This is an optimization exercise on Yosys and OpenROAD, whose aim is small area, not a production implementation. Function was checked by simulation only, so behaviour that the tests miss may differ from the original. Power and IR drop assume default switching activity.

File: flow/config.mk
export PLATFORM = sky130hd
export DESIGN_NAME = typing_test_top
export DESIGN_NICKNAME = typing_test_top
export VERILOG_FILES = /design/flow/design.v
export SDC_FILE = /design/flow/constraint.sdc
export NUM_CORES = 4
export LEC_CHECK = 0
export CAP_MARGIN = 20
export CORE_MARGIN = 2
export CORE_UTILIZATION = 40
export SLEW_MARGIN = 20
File: flow/constraint.sdc
create_clock -name core_clock -period 160.0 [get_ports {clk}]
set_input_delay 32.0000 -clock core_clock [delete_from_list [all_inputs] [get_ports {clk}]]
set_output_delay 32.0000 -clock core_clock [all_outputs]
set_load 0.01 [all_outputs]
File: flow/design.v
`timescale 1ns / 1ps
module typing_test_top(
        input wire clk,
        input wire rst,  
        input wire [3:0] rows,
        output wire [3:0] cols,
        output wire [3:0] Anode_Activate,
        output wire [6:0] LED_out,
        output wire SSD_Anode_Activate,
        output wire [6:0] SSD_LED_out
    );
    function [20:0] add20(input [19:0] a, input [19:0] b, input ci);
        integer i;
        reg c;
        begin
            c = ci;
            for (i = 0; i < 20; i = i + 1) begin
                add20[i] = a[i] ^ b[i] ^ c;
                c = (a[i] & b[i]) | (c & (a[i] ^ b[i]));
            end
            add20[20] = c;
        end
    endfunction
    function [15:0] inc16(input [15:0] a);
        integer i;
        reg c;
        begin
            c = 1'b1;
            for (i = 0; i < 16; i = i + 1) begin
                inc16[i] = a[i] ^ c;
                c = c & a[i];
            end
        end
    endfunction
    function [3:0] mod10(input [3:0] x);
        mod10 = (x[3] & (x[2] | x[1])) ? {1'b0, x[2] & x[1], ~x[1], x[0]} : x;
    endfunction
    reg [12:0] cnt;
    wire cnt_wrap = &{cnt[12], cnt[10:8], cnt[6:5], cnt[3:0]};  
    wire one_hz = ~|cnt;
    wire fast_tick = (cnt[3:0] == 4'd7);
    wire [15:0] cnt_inc = inc16({3'd0, cnt});
    always @(posedge clk) begin
        if (rst || cnt_wrap) cnt <= 13'd0;
        else cnt <= cnt_inc[12:0];
    end
    reg [1:0] led_select;
    always @(posedge clk) begin
        if (rst) led_select <= 2'd0;
        else if (fast_tick) led_select <= {led_select[1] ^ led_select[0], ~led_select[0]};
    end
    reg [6:0] timer;
    reg sampling;
    reg [1:0] col_select;    
    reg [3:0] dec;
    reg bp;                  
    reg rise;                
    wire scan   = !sampling && timer[5] && timer[3];                
    wire sample = sampling && (&timer[6:3]);                        
    wire scan1  = sampling && ~|timer;                              
    wire press  = scan1 && rise;                                    
    wire any_row = ~&rows;
    wire [15:0] timer_inc = inc16({9'd0, timer});
    reg [3:0] dec_next;
    reg dec_hit;
    always @(*) begin
        dec_hit = 1'b1;
        dec_next = 4'd0;
        case ({col_select, rows})
            6'b00_0111: dec_next = 4'h1;
            6'b00_1011: dec_next = 4'h4;
            6'b00_1101: dec_next = 4'h7;
            6'b00_1110: dec_next = 4'h0;
            6'b01_0111: dec_next = 4'h2;
            6'b01_1011: dec_next = 4'h5;
            6'b01_1101: dec_next = 4'h8;
            6'b01_1110: dec_next = 4'hF;
            6'b10_0111: dec_next = 4'h3;
            6'b10_1011: dec_next = 4'h6;
            6'b10_1101: dec_next = 4'h9;
            6'b10_1110: dec_next = 4'hE;
            6'b11_0111: dec_next = 4'hA;
            6'b11_1011: dec_next = 4'hB;
            6'b11_1101: dec_next = 4'hC;
            6'b11_1110: dec_next = 4'hD;
            default: dec_hit = 1'b0;
        endcase
    end
    always @(posedge clk) begin
        if (rst) begin
            timer <= 7'd0;
            sampling <= 1'b0;
            col_select <= 2'd0;
            dec <= 4'd0;
            bp <= 1'b0;
            rise <= 1'b0;
        end else begin
            if (scan) begin
                timer <= 7'd0;
                sampling <= 1'b1;
            end else begin
                timer <= timer_inc[6:0];
                if (sample) sampling <= 1'b0;
            end
            if (scan1) col_select <= {col_select[1] ^ col_select[0], ~col_select[0]};
            if (sample) begin
                rise <= any_row && !bp;
                if (any_row && !bp) begin
                    bp <= 1'b1;
                    if (dec_hit) dec <= dec_next;
                end
                if (!any_row && bp) bp <= 1'b0;
            end
        end
    end
    assign cols = {~(col_select == 2'd0), ~(col_select == 2'd1),
                   ~(col_select == 2'd2), ~(col_select == 2'd3)};
    reg [15:0] lfsr;
    always @(posedge clk) begin
        if (rst) lfsr <= 16'hD670;
        else lfsr <= {lfsr[14:0], lfsr[15] ^ lfsr[13] ^ lfsr[12] ^ lfsr[10]};
    end
    reg [1:0] mode;          
    reg pm10;                
    reg [1:0] cdig;          
    reg [3:0] nw0, nw1, nw2, nw3;    
    reg [15:0] cw;           
    reg cw_rev;              
    reg [3:0] rw0, rw1, rw2, rw3;    
    reg [3:0] acc_d1, acc_d2;        
    reg [6:0] acc;                   
    reg [15:0] S;            
    reg [17:0] D;            
    reg [6:0] q;
    reg nz;                  
    reg [15:0] E;
    reg [3:0] e_one, e_ten;          
    wire is_sel  = (mode == 2'd0);
    wire is_test = (mode == 2'd1);
    wire is_res  = mode[1];
    wire key_b = (dec == 4'hB);
    wire nw_zero = ~|{nw3, nw2, nw1, nw0};
    wire start = press && !key_b && is_sel && (dec == 4'hA) && !nw_zero;
    wire tpress = press && !key_b && is_test;
    function [3:0] cw_nib(input [1:0] i);
        case (i ^ {cw_rev, cw_rev})
            2'd0: cw_nib = cw[3:0];
            2'd1: cw_nib = cw[7:4];
            2'd2: cw_nib = cw[11:8];
            default: cw_nib = cw[15:12];
        endcase
    endfunction
    wire correct = (dec == mod10(cw_nib(cdig)));
    wire last_word = ~|{rw3, rw2, rw1, rw0[3:1]} & rw0[0];
    wire tick = one_hz && is_test;
    reg [3:0] at, ao;
    always @(*) begin
        at = acc / 7'd10;
        ao = acc % 7'd10;
    end
    wire o_lt = (ao < acc_d2);
    wire [3:0] dlt = acc_d2 - ao;
    reg [3:0] nd1, nd2;
    always @(*) begin
        if (acc[6] & acc[5] & acc[2]) begin      
            nd1 = 4'd10;
            nd2 = 4'd10;
        end else begin
            nd2 = ao;
            if (at == 4'd0 && o_lt) nd1 = (dlt <= 4'd6) ? 4'd9 : 4'd8;
            else nd1 = at - {3'd0, o_lt};
        end
    end
    wire [7:0] kq = add20({12'd0, correct, correct, 2'b00, correct, 2'b00}, {12'hFFF, 1'b1, ~q}, 1'b1);
    wire [17:0] addend = tpress ? {{10{kq[7]}}, kq} :
                         D[17] ? {2'b00, S} : ~{2'b00, S};
    wire [20:0] dsum_w = add20({{2{D[17]}}, D}, {{2{addend[17]}}, addend}, !tpress && !D[17]);
    wire [17:0] dsum = dsum_w[17:0];
    wire [15:0] q_up = inc16({9'd0, q});
    wire [15:0] q_dn = ~inc16({9'd0, ~q});
    wire [15:0] S_inc = inc16(S);
    wire [15:0] E_inc = inc16(E);
    wire rz0 = ~|rw0, rz1 = ~|rw1, rz2 = ~|rw2;
    wire [15:0] rd0 = ~inc16({12'd0, ~rw0});
    wire [15:0] rd1 = ~inc16({12'd0, ~rw1});
    wire [15:0] rd2 = ~inc16({12'd0, ~rw2});
    wire [15:0] rd3 = ~inc16({12'd0, ~rw3});
    always @(posedge clk) begin
        if (rst) begin
            mode <= 2'd0;
            pm10 <= 1'b0;
            cdig <= 2'd3;
            {nw3, nw2, nw1, nw0} <= 16'd0;
        end else begin
            pm10 <= is_res;
            if (press) begin
                if (key_b) begin
                    if (is_sel) {nw3, nw2, nw1, nw0} <= 16'd0;
                    else mode <= 2'd0;
                    cdig <= 2'd3;
                end else if (is_sel) begin
                    if (start) begin
                        mode <= 2'd1;
                        cdig <= 2'd3;
                    end else begin
                        {nw3, nw2, nw1, nw0} <= {nw2, nw1, nw0, dec};
                    end
                end else if (is_test && correct) begin
                    cdig <= cdig - 2'd1;
                    if (cdig == 2'd0 && last_word) mode <= 2'd2;
                end
            end
        end
    end
    always @(posedge clk) begin
        if (start || (tpress && correct && cdig == 2'd0)) begin
            cw <= lfsr;
            cw_rev <= start;
        end
        if (start) {rw3, rw2, rw1, rw0} <= {nw3, nw2, nw1, nw0};
        else if (tpress && correct && cdig == 2'd0) begin
            rw0 <= rz0 ? 4'd9 : rd0[3:0];
            if (rz0) begin
                rw1 <= rz1 ? 4'd9 : rd1[3:0];
                if (rz1) begin
                    rw2 <= rz2 ? 4'd9 : rd2[3:0];
                    if (rz2) rw3 <= rd3[3:0];
                end
            end
        end
        if (start) begin
            E <= 16'd0;
            e_one <= 4'd0;
            e_ten <= 4'd0;
        end else if (tick) begin
            E <= E_inc;
            if (e_one == 4'd9) begin
                e_one <= 4'd0;
                e_ten <= e_ten + 4'd1;
            end else e_one <= e_one + 4'd1;
        end
        if (start) begin
            acc <= 7'd100;
            acc_d1 <= 4'd0;
            acc_d2 <= 4'd0;
            S <= 16'd0;
            D <= 18'd0;
            q <= 7'd0;
            nz <= 1'b0;
        end else if (tpress) begin
            acc <= nz ? q : 7'd100;
            acc_d1 <= nd1;
            acc_d2 <= nd2;
            S <= S_inc;
            D <= dsum;
            if (correct) nz <= 1'b1;
        end else if (nz) begin
            if (D[17]) begin
                D <= dsum;
                q <= q_dn[6:0];
            end else if (!dsum[17]) begin
                D <= dsum;
                q <= q_up[6:0];
            end
        end
    end
    reg [19:0] X;
    reg [3:0] vh, vo;
    reg [3:0] ch, co;        
    reg [2:0] p;             
    reg [1:0] st;            
    reg busy, job1;
    reg [3:0] a;
    always @(*) begin
        case (p)
            3'd0: a = nw3;
            3'd1: a = nw2;
            3'd2: a = nw1;
            3'd3: a = nw0;
            default: a = 4'd0;
        endcase
    end
    wire st_add = st[0];
    wire [20:0] xs = add20(X, st_add ? {16'd0, a} : {4'hF, ~E}, !st_add && job1);
    wire fits = xs[20];
    wire p5 = p[2] & p[0];
    wire [20:0] xm = add20({2'd0, X[17:0]}, p5 ? {1'b0, X[17:0], 1'b0} : {X[17:0], 2'b00}, 1'b0);
    wire [19:0] xsc = {xm[18:0], 1'b0};
    wire [3:0] vh10 = vo + {vh[2:0], 1'b0} + {vh[0], 3'b000};            
    reg [3:0] f6, g6;
    always @(*) begin
        case (vo)
            4'd0: begin f6 = 4'd0; g6 = 4'd0; end
            4'd1: begin f6 = 4'd0; g6 = 4'd6; end
            4'd2: begin f6 = 4'd1; g6 = 4'd2; end
            4'd3: begin f6 = 4'd1; g6 = 4'd8; end
            4'd4: begin f6 = 4'd2; g6 = 4'd4; end
            4'd5: begin f6 = 4'd3; g6 = 4'd0; end
            4'd6: begin f6 = 4'd3; g6 = 4'd6; end
            4'd7: begin f6 = 4'd4; g6 = 4'd2; end
            4'd8: begin f6 = 4'd4; g6 = 4'd8; end
            default: begin f6 = 4'd5; g6 = 4'd4; end
        endcase
    end
    wire [3:0] vh6 = {vh[1:0], 2'b00} + {vh[2:0], 1'b0} + f6;              
    wire vo9 = vo[3] & vo[0];
    wire done = busy && st[1] && !fits && p5;
    wire restart = start || (is_test && ((tick && !busy) || (done && (job1 || tick))));
    always @(posedge clk) begin
        if (restart) begin
            if (start) begin
                ch <= 4'd0;
                co <= 4'd0;
            end else begin
                ch <= vh;
                co <= vo;
            end
            busy <= 1'b1;
            job1 <= 1'b0;
            X <= 20'd0;
            vh <= 4'd0;
            vo <= 4'd0;
            p <= 3'd0;
            st <= 2'd0;
        end else if (busy) begin
            if (tick) job1 <= 1'b1;
            case (st)
                2'd0: begin
                    X <= xsc;
                    if (p5) begin
                        vh <= vh6;
                        vo <= g6;
                    end else begin
                        vh <= vh10;
                        vo <= 4'd0;
                    end
                    st <= 2'd1;
                end
                2'd1: begin
                    X <= xs[19:0];
                    st <= 2'd2;
                end
                default: begin
                    if (fits) begin
                        X <= xs[19:0];
                        vo <= vo9 ? 4'd0 : vo + 4'd1;
                        if (vo9) vh <= vh + 4'd1;
                    end else if (p5) begin
                        busy <= 1'b0;
                    end else begin
                        p <= p + 3'd1;
                        st <= 2'd0;
                    end
                end
            endcase
        end
    end
    wire one_en = !pm10 && (cdig == 2'd3);
    wire two_en = !pm10 && cdig[1];
    wire three_en = |cdig;
    wire [1:0] ls = led_select;
    wire en = (ls == 2'd0) ? one_en : (ls == 2'd1) ? two_en : (ls == 2'd2) ? three_en : 1'b1;
    reg [3:0] dsel;
    always @(*) begin
        case ({mode[1], ls})
            3'b000: dsel = mode[0] ? mod10(cw_nib(2'd3)) : nw3;
            3'b001: dsel = mode[0] ? mod10(cw_nib(2'd2)) : nw2;
            3'b010: dsel = mode[0] ? mod10(cw_nib(2'd1)) : nw1;
            3'b011: dsel = mode[0] ? mod10(cw_nib(2'd0)) : nw0;
            3'b100: dsel = e_ten;
            3'b101: dsel = e_one;
            3'b110: dsel = ch;
            default: dsel = co;
        endcase
    end
    wire [3:0] bcd = en ? dsel : 4'd0;
    assign Anode_Activate = en ? ~(4'b1000 >> ls) : 4'b1111;
    reg [6:0] seg;
    always @(*) begin
        case (bcd)
            4'd1: seg = 7'b1001111;
            4'd2: seg = 7'b0010010;
            4'd3: seg = 7'b0000110;
            4'd4: seg = 7'b1001100;
            4'd5: seg = 7'b0100100;
            4'd6: seg = 7'b0100000;
            4'd7: seg = 7'b0001111;
            4'd8: seg = 7'b0000000;
            4'd9: seg = 7'b0000100;
            default: seg = 7'b0000001;
        endcase
    end
    assign LED_out = seg;
    wire [3:0] sbcd = is_sel ? 4'hF : (ls[0] ? acc_d2 : acc_d1);
    assign SSD_Anode_Activate = ls[0];
    reg [6:0] sseg;
    always @(*) begin
        case (sbcd)
            4'd0: sseg = 7'b0111111;
            4'd1: sseg = 7'b0110000;
            4'd2: sseg = 7'b1011011;
            4'd3: sseg = 7'b1111001;
            4'd4: sseg = 7'b1110100;
            4'd5: sseg = 7'b1101101;
            4'd6: sseg = 7'b1101111;
            4'd7: sseg = 7'b0111000;
            4'd8: sseg = 7'b1111111;
            4'd9: sseg = 7'b1111101;
            4'd10: sseg = 7'b1111110;
            default: sseg = 7'b1000000;
        endcase
    end
    assign SSD_LED_out = sseg;
endmodule
File: flow/run.sh
#!/bin/bash
# synth_recipe.tcl (not shown) runs the flow's synth.tcl, then flattens the netlist and writes it again
# the make line also repeats each setting of config.mk as NAME=value (left out here)
make -C /OpenROAD-flow-scripts/flow DESIGN_CONFIG=/design/flow/config.mk WORK_HOME=/design/flow/orfs CLKGATE_MAP_FILE= SYNTH_SCRIPT=/design/flow/synth_recipe.tcl finish
==> qor.yml <==
worst_setup_path:
  critPathCaptureType: "output pin"
  cp_max_fo: 14
  required_ps: 128000
  crit_type: "flip-flop to output pin"
  cp.arrival_ps: 4230
  start_kind: "flip-flop"
final_layout:
  design_area_mm2: 0.0160
  final_cells: 2097
  final_nets: 1795
  antennaDiodeCount: 0
  area_growth_pct: 10.0
  drive_above_1_share_pct: 5.99
clocking:
  post-cts-setup-buffers: 0
  root_buffer: "clkbuf_16"
  clock_latency_ps: 540
  postCtsHoldBufs: 0
  h-tree-depth: 1
  cts_buffer_depth: 3
  numCtsBuffers: 27
  cts.sinks: 231
  cts_resized: 0
  clk_pin_slew_ps: 60
  cts_tree: "yes"
grt:
  grt_pass1_vias: 11044
  antenna_found_initial: 1
  grt.overflow.total: 0
  grt_pass1_wl_um: 54900
  grt_max_degree: 97
  grt.total_usage_pct: 17.1
power:
  power_uw: 190
  total_leakage_power_uw: 0.00646
  ir_drop_v: 0.0000135
  power.density_mw_per_mm2: 11.9
logic_synthesis:
  synth_fp_nets: 1809
  synth.distinct_cells: 83
  synth_seq_cells: 231
  ys.flop_type: "dfxtp_1"
  postSynthAreaPerCell_um2: 8.92
  async_flop_share_pct: 0
  synth_top_area_cell: "dfxtp_1"
  synth_edf_count: 41
  yosys_warnings: 1
  synth_cells: 1629
  yosysSeqAreaShare_pct: 34.7
  synth_top_area_share_pct: 26.2
  syn_area_mm2: 0.0145
  yosys-top-cells-area: "dfxtp_1, ha_1, edfxtp_1"
placement:
  place_area_mm2: 0.0151
  routabilityCongestion: 0.856
  numPortBuffers: 28
  placed_cells: 2046
  dp_slack_ps: 124330
  hpwl_um: 22300
die:
  row_count: 69
  die_w_um: 195
  die_h_um: 195
  core-area_mm2: 0.0357
  ios: 29
  die_area_mm2: 0.0379
  start_util_pct: 40.7
sta:
  final_hold_viol_count: 0
  worst_slack_ps: 123770
  finalSetupTns_ps: 0
  setup_viol: 0
  rsz0062_at_grt: "false"
  fin_skew_ps: 21.5
  min_period_ps: 36230
  finalCritPeriodShare_pct: 22.6
  drv_slew: 0
  fmax_ghz: 0.0276
  max_slew.worst_pin.slew_ps: 1010
  relSlewSlack_pct: 32.7
outcome:
  status: "finished clean"
drt:
  wl_met1_um: 15900
  dr_total_vias: 11190
  wl_met3_um: 1200
  first_pass_iters: 5
  met2_length_um: 14200
  drc: 0
  via_per_inst: 5.34
  wl_per_cell_um: 15.2
  ant_nets: 0
  routed_wl_um: 31900
  drtIter0Drc: 558
  highest_layer: "met4"
worst_hold_path:
  hold_path_class: "flip-flop to flip-flop"
flow_run:
  maxCapViolations: 0
==> Yosys cell counts, drive strengths merged (7+ instances only) <==
library cell and n:
o21ai 56, ha 116, xnor2 34, nor2b 41
inv 113, nand2 161, buf 23, xor2 20
a31oi 8, and3 12, a211oi 57, fa 58
a21oi 137, o31ai 11, nand4 10, mux4 7
a222oi 7, nor3 16, mux2i 45, edfxtp 41
clkbuf 64, nand3 44, nor2 166, a22oi 20
dfxtp 190, or2 10, nand2b 17, nor4 9
and2 37, o22ai 8
==> final timing paths <==
kind,start,end,slack (ps),cells after the start
setup / recovery,led_select[0],LED_out[0],123770,9
setup reg to reg,dec[3],D[0],149170,27
hold / removal,lfsr[0],cw[0],420,0
hold reg to reg,lfsr[0],cw[0],420,0
==> sequential cells by signal (all words and copies together), names as in the netlist, 7 cells and up <==
register and count:
X 20, D 18, E 16, S 16, cw 16, lfsr 16
cnt 13, acc 7, q 7, timer 7
==> per-layer routing <==
metal / track usage, % / vias to the layer above
met3: 2.08 / 37
met2: 27.6 / 200
met1: 24.4 / 5315
met4: 3.93 / 0
met5: 0 / -
li1: - / 5638
==> layout make-up <==
| class | count | area [µm²] |
|---|---|---|
| fillers | 3488 | 19700 |
| multi-input cells | 1195 | 8700 |
| flip-flops and latches | 231 | 5030 |
| clock buffers | 40 | 754 |
| well taps | 461 | 577 |
| inverters | 116 | 435 |
| repair buffers | 44 | 423 |
| clock inverters | 10 | 57.6 |
==> cells by family (layout without fill, tap and decap cells) <==
family	count (synthesis)	in the layout	synth area share (%)
muxes	58	58	4.68
xor gates and xnor gates	54	54	3.26
DFF	231	231	34.7
buffers and inverters	203	210	5.44
and+or+nand+nor	542	542	17.7
adders and majority gates	174	174	18.0
AOI/OAI and AO/OA	367	367	16.2
==> worst max-delay path, stage by stage, from the launching register on <==
cell and delay (ps):
dfxtp_1 640, ha_1 570, o21ai_0 170, o21ai_1 550, o21ai_0 390, inv_1 180, ha_1 190, o22ai_1 80
mux2i_1 290, clkdlybuf4s50_1 620
==> through the flow <==
step,hold WS [ps],utilization [%]
5_1_grt,444,44.8
4_1_cts,420,44.7
3_5_place_dp,407,42.5
3_3_place_gp,407,42.4
6_report,419,44.8
2_1_floorplan,400,-
==> cell usage in the layout (no fill, tap or decap), drive strengths merged, types with 11 or more instances in the layout <==
cell             n
nor2           166
a22oi           20
buf             17
ha             116
nor3            16
clkdlybuf4s50   27
xor2            20
nand3           44
xnor2           34
and2            37
o21ai           56
edfxtp          41
and3            12
clkbuf          40
o31ai           11
inv            116
fa              58
nand2b          17
a211oi          57
a21oi          137
nand2          161
mux2i           45
nor2b           41
dfxtp          190
==> power breakdown <==
part | switching (µW) | internal (µW) | leakage [µW]
clock | 24.3 | 32.6 | 0.000398
sequential | 7.81 | 65.7 | 0.00191
combinational | 32.8 | 26.5 | 0.00414
total | 64.9 | 125 | 0.00646

## static timing again, ports no longer ideal
No port has a modelled driver above. Below, the same layout with a new extraction and two added sets of constraints. Step 1 sets driving cells, clkbuf_16 on the clock port and buf_2 on the other inputs (assumed; they add their load-dependent delay and slew). Step 2 moves the port delays by t, midway between the first and last clock arrival at a register: inputs arrive t later, outputs are due t later. That takes back most of the time a late clock gives input paths. Three values: no drivers, after step 1, after step 2; two values: the first two.
shift t [ns]: 0.579
slack for setup (ns): 123.766 / 123.719 / 124.298
hold WS [ns]: 0.419 / 0.419 / 0.419
clock arrival spread, ns: 0.022 / 0.022
After both steps setup and hold are still met in this run. The setup slack of this run moves by -0.047 ns with the drivers and by +0.532 ns with both steps.
